Source: an optimization exercise on an open RTL-to-GDS flow (aim: small area and a short achievable clock period). Production flows keep margins and buffers that such runs may drop. Power is estimated from default activity; no workload was simulated.

==> exp/raven <==
==> flow/design.v <==
module xspi_top (
    input  wire        clk,
    input  wire        rst_n,
    input  wire        start,
    input  wire [7:0]  command,
    input  wire [47:0] address,
    input  wire [63:0] wr_data,
    output reg  [63:0] rd_data,
    output reg         done,
    output reg         ready,
    output reg         xspi_cs_n,
    output reg  [7:0]  xspi_io
);
    reg  [4:0]  cyc;
    reg         is_wr;       
    reg         is_rd;       
    reg         clr_pend;    
    reg  [63:0] mem;         
    wire is_oth = ~is_wr & ~is_rd;
    wire c0  = (cyc == 5'd0);
    wire c1  = (cyc == 5'd1);
    wire c8  = (cyc == 5'd8);
    wire c16 = (cyc == 5'd16);
    wire c17 = (cyc == 5'd17);
    wire c1_7  = (cyc >= 5'd1) & (cyc <= 5'd7);
    wire c9_15 = (cyc >= 5'd9) & (cyc <= 5'd15);
    reg [4:0] cyc_nx;
    always @(*) begin
        if (c0)
            cyc_nx = start ? 5'd1 : 5'd0;
        else if ((c8 & is_oth) | (c16 & is_wr) | c17)
            cyc_nx = 5'd0;
        else
            cyc_nx = cyc + 5'd1;
    end
    always @(posedge clk or negedge rst_n) begin
        if (!rst_n)
            cyc <= 5'd0;
        else
            cyc <= cyc_nx;
    end
    always @(posedge clk or negedge rst_n) begin
        if (!rst_n)
            clr_pend <= 1'b1;
        else if (c8)
            clr_pend <= 1'b0;
    end
    always @(posedge clk) begin
        if (c1) begin
            is_wr <= (command == 8'hA5);
            is_rd <= (command == 8'hFF);
        end
    end
    wire data_nx = (c8 & ~is_oth) | c9_15;
    wire [15:0] io_sel;
    assign io_sel[0]  = c1;                         
    assign io_sel[1]  = (cyc == 5'd7);             
    assign io_sel[2]  = (cyc == 5'd6);             
    assign io_sel[3]  = (cyc == 5'd5);             
    assign io_sel[4]  = (cyc == 5'd4);             
    assign io_sel[5]  = (cyc == 5'd3);             
    assign io_sel[6]  = (cyc == 5'd2);             
    assign io_sel[7]  = is_wr & (cyc == 5'd15);    
    assign io_sel[8]  = is_wr & (cyc == 5'd14);    
    assign io_sel[9]  = is_wr & (cyc == 5'd13);    
    assign io_sel[10] = is_wr & (cyc == 5'd12);    
    assign io_sel[11] = is_wr & (cyc == 5'd11);    
    assign io_sel[12] = is_wr & (cyc == 5'd10);    
    assign io_sel[13] = is_wr & (cyc == 5'd9);     
    assign io_sel[14] = is_wr & (cyc == 5'd8);     
    assign io_sel[15] = is_rd & data_nx;            
    wire [7:0] io_nx;
    xspi_bytesel io_mux (
        .sel(io_sel),
        .src({mem[63:56], wr_data, address, command}),
        .y(io_nx)
    );
    always @(posedge clk) begin
        xspi_io   <= io_nx;
        xspi_cs_n <= ~(c1_7 | (c8 & ~is_oth) | c9_15 | (c16 & is_rd));
        done      <= (c8 & is_oth) | (c16 & is_wr) | c17;
        ready     <= c16 & is_rd;
    end
    reg mem_sh;      
    reg rd_ld;       
    always @(posedge clk) begin
        mem_sh <= (is_wr & (cyc >= 5'd8) & (cyc <= 5'd15))
                | (is_rd & (cyc >= 5'd7) & (cyc <= 5'd14));
        rd_ld  <= is_rd & (cyc == 5'd15);
    end
    wire [7:0] mem_in = (is_wr ? xspi_io : mem[63:56]) & {8{~clr_pend}};
    always @(posedge clk) begin
        if (clr_pend | mem_sh)
            mem <= {mem[55:0], mem_in};
    end
    always @(posedge clk) begin
        if (clr_pend | rd_ld)
            rd_data <= mem;
    end
endmodule
module xspi_bytesel (
    input  wire [15:0]  sel,
    input  wire [127:0] src,
    output wire [7:0]   y
);
    genvar b;
    generate
        for (b = 0; b < 8; b = b + 1) begin : g_bit
            wire [15:0] bits;
            genvar k;
            for (k = 0; k < 16; k = k + 1) begin : g_src
                assign bits[k] = sel[k] & src[8 * k + b];
            end
            assign y[b] = |bits;
        end
    endgenerate
endmodule
==> flow/flow/run.sh <==
#!/bin/bash
# Standard ORFS layout, with plain buf_1 cells as the port buffers and a
# shallow clock tree.
set -euo pipefail
export BUFFER_PORTS_ARGS="-buffer_cell sky130_fd_sc_hd__buf_1"
export CTS_ARGS="-sink_clustering_enable -repair_clock_nets -buf_list sky130_fd_sc_hd__clkbuf_8 -root_buf sky130_fd_sc_hd__clkbuf_16 -sink_clustering_size 40 -sink_clustering_max_diameter 150 -dont_use_dummy_load"

bash standard.sh "BUFFER_PORTS_ARGS=$BUFFER_PORTS_ARGS" "CTS_ARGS=$CTS_ARGS" finish > standard_flow.log 2>&1
==> flow/standard.sh <==
#!/bin/bash
# synth_recipe.tcl (not shown) runs the flow's synth.tcl, then flattens the netlist and writes it again
# the make line also repeats each setting of config.mk as NAME=value (left out here)
make -C /OpenROAD-flow-scripts/flow DESIGN_CONFIG=/design/flow/config.mk WORK_HOME=/design/flow/orfs CLKGATE_MAP_FILE= SYNTH_SCRIPT=/design/flow/synth_recipe.tcl "${@:-finish}"
==> flow/config.mk <==
export PLATFORM = sky130hd
export DESIGN_NAME = xspi_top
export DESIGN_NICKNAME = xspi_top
export VERILOG_FILES = /design/flow/design.v
export SDC_FILE = /design/flow/constraint.sdc
export NUM_CORES = 4
export LEC_CHECK = 0
export ABC_CLOCK_PERIOD_IN_PS = 2200
export CAP_MARGIN = 20
export CORE_MARGIN = 2
export CORE_UTILIZATION = 40
export SETUP_SLACK_MARGIN = 4.8
export SLEW_MARGIN = 20
export SYNTH_HIERARCHICAL = 1
export SYNTH_MINIMUM_KEEP_SIZE = 0
==> flow/constraint.sdc <==
create_clock -name core_clock -period 7.0 [get_ports {clk}]
set_input_delay 1.4000 -clock core_clock [delete_from_list [all_inputs] [get_ports {clk}]]
set_output_delay 1.4000 -clock core_clock [all_outputs]
set_load 0.01 [all_outputs]
==> inputs of exp/willow, as changes to exp/raven <==
==> flow/design.v, changed modules only <==
module xspi_top (
    input  wire        clk,
    input  wire        rst_n,
    input  wire        start,
    input  wire [7:0]  command,
    input  wire [47:0] address,
    input  wire [63:0] wr_data,
    output reg  [63:0] rd_data,
    output reg         done,
    output reg         ready,
    output reg         xspi_cs_n,
    output reg  [7:0]  xspi_io
);
    reg  [4:0]  cyc;
    reg         is_wr;       
    reg         is_rd;       
    reg         clr_pend;    
    reg  [63:0] mem;         
    wire is_oth = ~is_wr & ~is_rd;
    wire c0  = (cyc == 5'd0);
    wire c1  = (cyc == 5'd1);
    wire c8  = (cyc == 5'd8);
    wire c16 = (cyc == 5'd16);
    wire c17 = (cyc == 5'd17);
    wire c1_7  = (cyc >= 5'd1) & (cyc <= 5'd7);
    wire c9_15 = (cyc >= 5'd9) & (cyc <= 5'd15);
    reg [4:0] cyc_nx;
    always @(*) begin
        if (c0)
            cyc_nx = start ? 5'd1 : 5'd0;
        else if ((c8 & is_oth) | (c16 & is_wr) | c17)
            cyc_nx = 5'd0;
        else
            cyc_nx = cyc + 5'd1;
    end
    always @(posedge clk or negedge rst_n) begin
        if (!rst_n)
            cyc <= 5'd0;
        else
            cyc <= cyc_nx;
    end
    always @(posedge clk or negedge rst_n) begin
        if (!rst_n)
            clr_pend <= 1'b1;
        else if (c8)
            clr_pend <= 1'b0;
    end
    always @(posedge clk) begin
        if (c1) begin
            is_wr <= (command == 8'hA5);
            is_rd <= (command == 8'hFF);
        end
    end
    wire data_nx = (c8 & ~is_oth) | c9_15;
    wire [7:0] data_byte =
          ({8{is_wr & (cyc == 5'd8)}}  & wr_data[63:56])
        | ({8{is_wr & (cyc == 5'd9)}}  & wr_data[55:48])
        | ({8{is_wr & (cyc == 5'd10)}} & wr_data[47:40])
        | ({8{is_wr & (cyc == 5'd11)}} & wr_data[39:32])
        | ({8{is_wr & (cyc == 5'd12)}} & wr_data[31:24])
        | ({8{is_wr & (cyc == 5'd13)}} & wr_data[23:16])
        | ({8{is_wr & (cyc == 5'd14)}} & wr_data[15:8])
        | ({8{is_wr & (cyc == 5'd15)}} & wr_data[7:0])
        | ({8{is_rd & data_nx}}        & mem[63:56]);
    wire [7:0] io_nx =
          ({8{c1}}              & command)
        | ({8{cyc == 5'd2}}     & address[47:40])
        | ({8{cyc == 5'd3}}     & address[39:32])
        | ({8{cyc == 5'd4}}     & address[31:24])
        | ({8{cyc == 5'd5}}     & address[23:16])
        | ({8{cyc == 5'd6}}     & address[15:8])
        | ({8{cyc == 5'd7}}     & address[7:0])
        | data_byte;
    always @(posedge clk) begin
        xspi_io   <= io_nx;
        xspi_cs_n <= ~(c1_7 | (c8 & ~is_oth) | c9_15 | (c16 & is_rd));
        done      <= (c8 & is_oth) | (c16 & is_wr) | c17;
        ready     <= c16 & is_rd;
    end
    reg mem_wr;      
    reg mem_rot;     
    reg rd_sh;       
    always @(posedge clk) begin
        mem_wr  <= is_wr & (cyc >= 5'd8) & (cyc <= 5'd15);
        mem_rot <= is_rd & (cyc >= 5'd7) & (cyc <= 5'd14);
        rd_sh   <= is_rd & (cyc >= 5'd8) & (cyc <= 5'd15);
    end
    wire [7:0] mem_in = (is_wr ? xspi_io : mem[63:56]) & {8{~clr_pend}};
    always @(posedge clk) begin
        if (clr_pend | mem_wr | mem_rot)
            mem <= {mem[55:0], mem_in};
    end
    always @(posedge clk) begin
        if (clr_pend | rd_sh)
            rd_data <= {rd_data[55:0], xspi_io & {8{~clr_pend}}};
    end
endmodule
// module xspi_bytesel removed
==> flow/flow/run.sh (replaced) <==
#!/bin/bash
# Standard ORFS layout, with plain buf_1 cells as the port buffers.
set -euo pipefail
export BUFFER_PORTS_ARGS="-buffer_cell sky130_fd_sc_hd__buf_1"
bash standard.sh "BUFFER_PORTS_ARGS=$BUFFER_PORTS_ARGS" finish > standard_flow.log 2>&1
- SYNTH_HIERARCHICAL: 1 -> not set
- SYNTH_MINIMUM_KEEP_SIZE: 0 -> not set
==> inputs of exp/nickel, as changes to exp/raven <==
==> flow/design.v, changed modules only <==
module xspi_top (
    input  wire        clk,
    input  wire        rst_n,
    input  wire        start,
    input  wire [7:0]  command,
    input  wire [47:0] address,
    input  wire [63:0] wr_data,
    output reg  [63:0] rd_data,
    output reg         done,
    output reg         ready,
    output reg         xspi_cs_n,
    output reg  [7:0]  xspi_io
);
    reg  [4:0]  cyc;
    reg         is_wr;       
    reg         is_rd;       
    reg         clr_pend;    
    reg  [63:0] mem;         
    wire is_oth = ~is_wr & ~is_rd;
    wire c0  = (cyc == 5'd0);
    wire c1  = (cyc == 5'd1);
    wire c8  = (cyc == 5'd8);
    wire c16 = (cyc == 5'd16);
    wire c17 = (cyc == 5'd17);
    wire c1_7  = (cyc >= 5'd1) & (cyc <= 5'd7);
    wire c9_15 = (cyc >= 5'd9) & (cyc <= 5'd15);
    reg [4:0] cyc_nx;
    always @(*) begin
        if (c0)
            cyc_nx = start ? 5'd1 : 5'd0;
        else if ((c8 & is_oth) | (c16 & is_wr) | c17)
            cyc_nx = 5'd0;
        else
            cyc_nx = cyc + 5'd1;
    end
    always @(posedge clk or negedge rst_n) begin
        if (!rst_n)
            cyc <= 5'd0;
        else
            cyc <= cyc_nx;
    end
    always @(posedge clk or negedge rst_n) begin
        if (!rst_n)
            clr_pend <= 1'b1;
        else if (c8)
            clr_pend <= 1'b0;
    end
    always @(posedge clk) begin
        if (c1) begin
            is_wr <= (command == 8'hA5);
            is_rd <= (command == 8'hFF);
        end
    end
    wire data_nx = (c8 & ~is_oth) | c9_15;
    wire [7:0] data_byte =
          ({8{is_wr & (cyc == 5'd8)}}  & wr_data[63:56])
        | ({8{is_wr & (cyc == 5'd9)}}  & wr_data[55:48])
        | ({8{is_wr & (cyc == 5'd10)}} & wr_data[47:40])
        | ({8{is_wr & (cyc == 5'd11)}} & wr_data[39:32])
        | ({8{is_wr & (cyc == 5'd12)}} & wr_data[31:24])
        | ({8{is_wr & (cyc == 5'd13)}} & wr_data[23:16])
        | ({8{is_wr & (cyc == 5'd14)}} & wr_data[15:8])
        | ({8{is_wr & (cyc == 5'd15)}} & wr_data[7:0])
        | ({8{is_rd & data_nx}}        & mem[63:56]);
    wire [7:0] io_nx =
          ({8{c1}}              & command)
        | ({8{cyc == 5'd2}}     & address[47:40])
        | ({8{cyc == 5'd3}}     & address[39:32])
        | ({8{cyc == 5'd4}}     & address[31:24])
        | ({8{cyc == 5'd5}}     & address[23:16])
        | ({8{cyc == 5'd6}}     & address[15:8])
        | ({8{cyc == 5'd7}}     & address[7:0])
        | data_byte;
    always @(posedge clk) begin
        xspi_io   <= io_nx;
        xspi_cs_n <= ~(c1_7 | (c8 & ~is_oth) | c9_15 | (c16 & is_rd));
        done      <= (c8 & is_oth) | (c16 & is_wr) | c17;
        ready     <= c16 & is_rd;
    end
    reg mem_sh;      
    reg rd_ld;       
    always @(posedge clk) begin
        mem_sh <= (is_wr & (cyc >= 5'd8) & (cyc <= 5'd15))
                | (is_rd & (cyc >= 5'd7) & (cyc <= 5'd14));
        rd_ld  <= is_rd & (cyc == 5'd15);
    end
    wire [7:0] mem_in = (is_wr ? xspi_io : mem[63:56]) & {8{~clr_pend}};
    always @(posedge clk) begin
        if (clr_pend | mem_sh)
            mem <= {mem[55:0], mem_in};
    end
    always @(posedge clk) begin
        if (clr_pend | rd_ld)
            rd_data <= mem;
    end
endmodule
// module xspi_bytesel removed
- ABC_AREA: not set -> 1
- ABC_CLOCK_PERIOD_IN_PS: 2200 -> not set
- SETUP_SLACK_MARGIN: 4.8 -> 4.7
- SYNTH_HIERARCHICAL: 1 -> not set
- SYNTH_MINIMUM_KEEP_SIZE: 0 -> not set
==> inputs of exp/garnet, as changes to exp/raven <==
==> flow/design.v, changed modules only <==
module xspi_top (
    input  wire        clk,
    input  wire        rst_n,
    input  wire        start,
    input  wire [7:0]  command,
    input  wire [47:0] address,
    input  wire [63:0] wr_data,
    output reg  [63:0] rd_data,
    output reg         done,
    output reg         ready,
    output reg         xspi_cs_n,
    output reg  [7:0]  xspi_io
);
    reg  [4:0]  cyc;
    reg         is_wr;       
    reg         is_rd;       
    reg         clr_pend;    
    reg  [63:0] mem;         
    wire is_oth = ~is_wr & ~is_rd;
    wire c0  = (cyc == 5'd0);
    wire c1  = (cyc == 5'd1);
    wire c8  = (cyc == 5'd8);
    wire c16 = (cyc == 5'd16);
    wire c17 = (cyc == 5'd17);
    wire c1_7  = (cyc >= 5'd1) & (cyc <= 5'd7);
    wire c9_15 = (cyc >= 5'd9) & (cyc <= 5'd15);
    reg [4:0] cyc_nx;
    always @(*) begin
        if (c0)
            cyc_nx = start ? 5'd1 : 5'd0;
        else if ((c8 & is_oth) | (c16 & is_wr) | c17)
            cyc_nx = 5'd0;
        else
            cyc_nx = cyc + 5'd1;
    end
    always @(posedge clk or negedge rst_n) begin
        if (!rst_n)
            cyc <= 5'd0;
        else
            cyc <= cyc_nx;
    end
    always @(posedge clk or negedge rst_n) begin
        if (!rst_n)
            clr_pend <= 1'b1;
        else if (c8)
            clr_pend <= 1'b0;
    end
    always @(posedge clk) begin
        if (c1) begin
            is_wr <= (command == 8'hA5);
            is_rd <= (command == 8'hFF);
        end
    end
    wire data_nx = (c8 & ~is_oth) | c9_15;
    wire [7:0] data_byte =
          ({8{is_wr & (cyc == 5'd8)}}  & wr_data[63:56])
        | ({8{is_wr & (cyc == 5'd9)}}  & wr_data[55:48])
        | ({8{is_wr & (cyc == 5'd10)}} & wr_data[47:40])
        | ({8{is_wr & (cyc == 5'd11)}} & wr_data[39:32])
        | ({8{is_wr & (cyc == 5'd12)}} & wr_data[31:24])
        | ({8{is_wr & (cyc == 5'd13)}} & wr_data[23:16])
        | ({8{is_wr & (cyc == 5'd14)}} & wr_data[15:8])
        | ({8{is_wr & (cyc == 5'd15)}} & wr_data[7:0])
        | ({8{is_rd & data_nx}}        & mem[63:56]);
    wire [7:0] io_nx =
          ({8{c1}}              & command)
        | ({8{cyc == 5'd2}}     & address[47:40])
        | ({8{cyc == 5'd3}}     & address[39:32])
        | ({8{cyc == 5'd4}}     & address[31:24])
        | ({8{cyc == 5'd5}}     & address[23:16])
        | ({8{cyc == 5'd6}}     & address[15:8])
        | ({8{cyc == 5'd7}}     & address[7:0])
        | data_byte;
    always @(posedge clk) begin
        xspi_io   <= io_nx;
        xspi_cs_n <= ~(c1_7 | (c8 & ~is_oth) | c9_15 | (c16 & is_rd));
        done      <= (c8 & is_oth) | (c16 & is_wr) | c17;
        ready     <= c16 & is_rd;
    end
    reg mem_sh;      
    reg rd_ld;       
    always @(posedge clk) begin
        mem_sh <= (is_wr & (cyc >= 5'd8) & (cyc <= 5'd15))
                | (is_rd & (cyc >= 5'd7) & (cyc <= 5'd14));
        rd_ld  <= is_rd & (cyc == 5'd15);
    end
    wire [7:0] mem_in = (is_wr ? xspi_io : mem[63:56]) & {8{~clr_pend}};
    always @(posedge clk) begin
        if (clr_pend | mem_sh)
            mem <= {mem[55:0], mem_in};
    end
    always @(posedge clk) begin
        if (clr_pend | rd_ld)
            rd_data <= mem;
    end
endmodule
// module xspi_bytesel removed
- ABC_AREA: not set -> 1
- ABC_CLOCK_PERIOD_IN_PS: 2200 -> not set
- SYNTH_HIERARCHICAL: 1 -> not set
- SYNTH_MINIMUM_KEEP_SIZE: 0 -> not set
==> run summary <==
| metric | exp/willow | exp/garnet | exp/raven | exp/nickel |
|---|---|---|---|---|
| Reported sequential group power | 1.48 mW | 1.46 mW | 1.46 mW | 1.46 mW |
| Flop pwr share | 45.0% | 54.0% | 53.9% | 54.6% |
| Pre-CTS setup slack | 4.397 ns | 4.712 ns | 4.507 ns | 4.712 ns |
| Number of iterations in the first detailed-routing pass | 4 | 5 | 4 | 5 |
| Wl on met1 | 7282 µm | 6733 µm | 6200 µm | 6797 µm |
| Area share of fa/ha/maj cells after synthesis | 1.055% | 1.014% | 1.095% | 1.014% |
| Inverter count | 7 | 55 | 5 | 55 |
| Static Leakage | 2.969 nW | 3.087 nW | 2.601 nW | 3.023 nW |
| Count of buffers added by post-CTS timing repair for setup | 34 | 4 | 9 | 0 |
| Total number of placement rows | 44 | 45 | 43 | 45 |
| Worst setup path startpoint | rd_data[18] | rd_data[2] | rd_data[0] | rd_data[2] |
| Status | finished clean | finished clean | finished clean | finished clean |
| Last element of the critical path | rd_data[18] | rd_data[2] | rd_data[0] | rd_data[2] |
| Total via count after detailed routing | 4338 | 4771 | 3933 | 4763 |
| Net Switching | 1.000 mW | 935.3 µW | 830.5 µW | 922.7 µW |
| Post-synthesis average cell area | 15.52 µm² | 11.03 µm² | 16.75 µm² | 11.03 µm² |
| Ys Warns | 1 | 1 | 7 | 1 |
| Syn Std Cell Area | 5929 µm² | 6168 µm² | 5713 µm² | 6168 µm² |
| Async set-reset flop share out of synthesis | 4.000% | 4.027% | 4.027% | 4.027% |
| Detailed-route wire length | 15900 µm | 16740 µm | 15230 µm | 16570 µm |
| Count of flip-flops and latches | 150 | 149 | 149 | 149 |
Function was not checked in any run of this note: the RTL went through the layout flow alone.

==> what the ideal ports hide <==
The results above use ideal ports. As a check the final layouts listed here were re-extracted and re-timed, cells and wires unchanged. Step 1 sets driving cells, clkbuf_16 on the clock port and buf_2 on the other inputs (assumed; they add their load-dependent delay and slew). Step 2 also shifts input and output timing later by t, the mid clock arrival at the registers, as if the neighbouring blocks saw the same clock. Slacks: ideal / step 1 / step 2; pairs: ideal / step 1.
| run | shift t [ns] | setup slack, ns | worst hold slack (ns) |
|---|---|---|---|
| exp/raven | 0.395 | 4.677 / 4.636 / 4.650 | 0.433 / 0.433 / 0.433 |
| exp/willow | 0.442 | 4.612 / 4.574 / 4.478 | 0.409 / 0.409 / 0.409 |
| exp/nickel | 0.391 | 4.684 / 4.649 / 4.705 | 0.427 / 0.427 / 0.427 |
| exp/garnet | 0.395 | 4.682 / 4.646 / 4.714 | 0.430 / 0.430 / 0.430 |
After both steps every run listed still meets setup and hold. For exp/willow, which loses most, drivers alone change the setup slack by -0.038 ns; drivers and shift together by -0.134 ns.
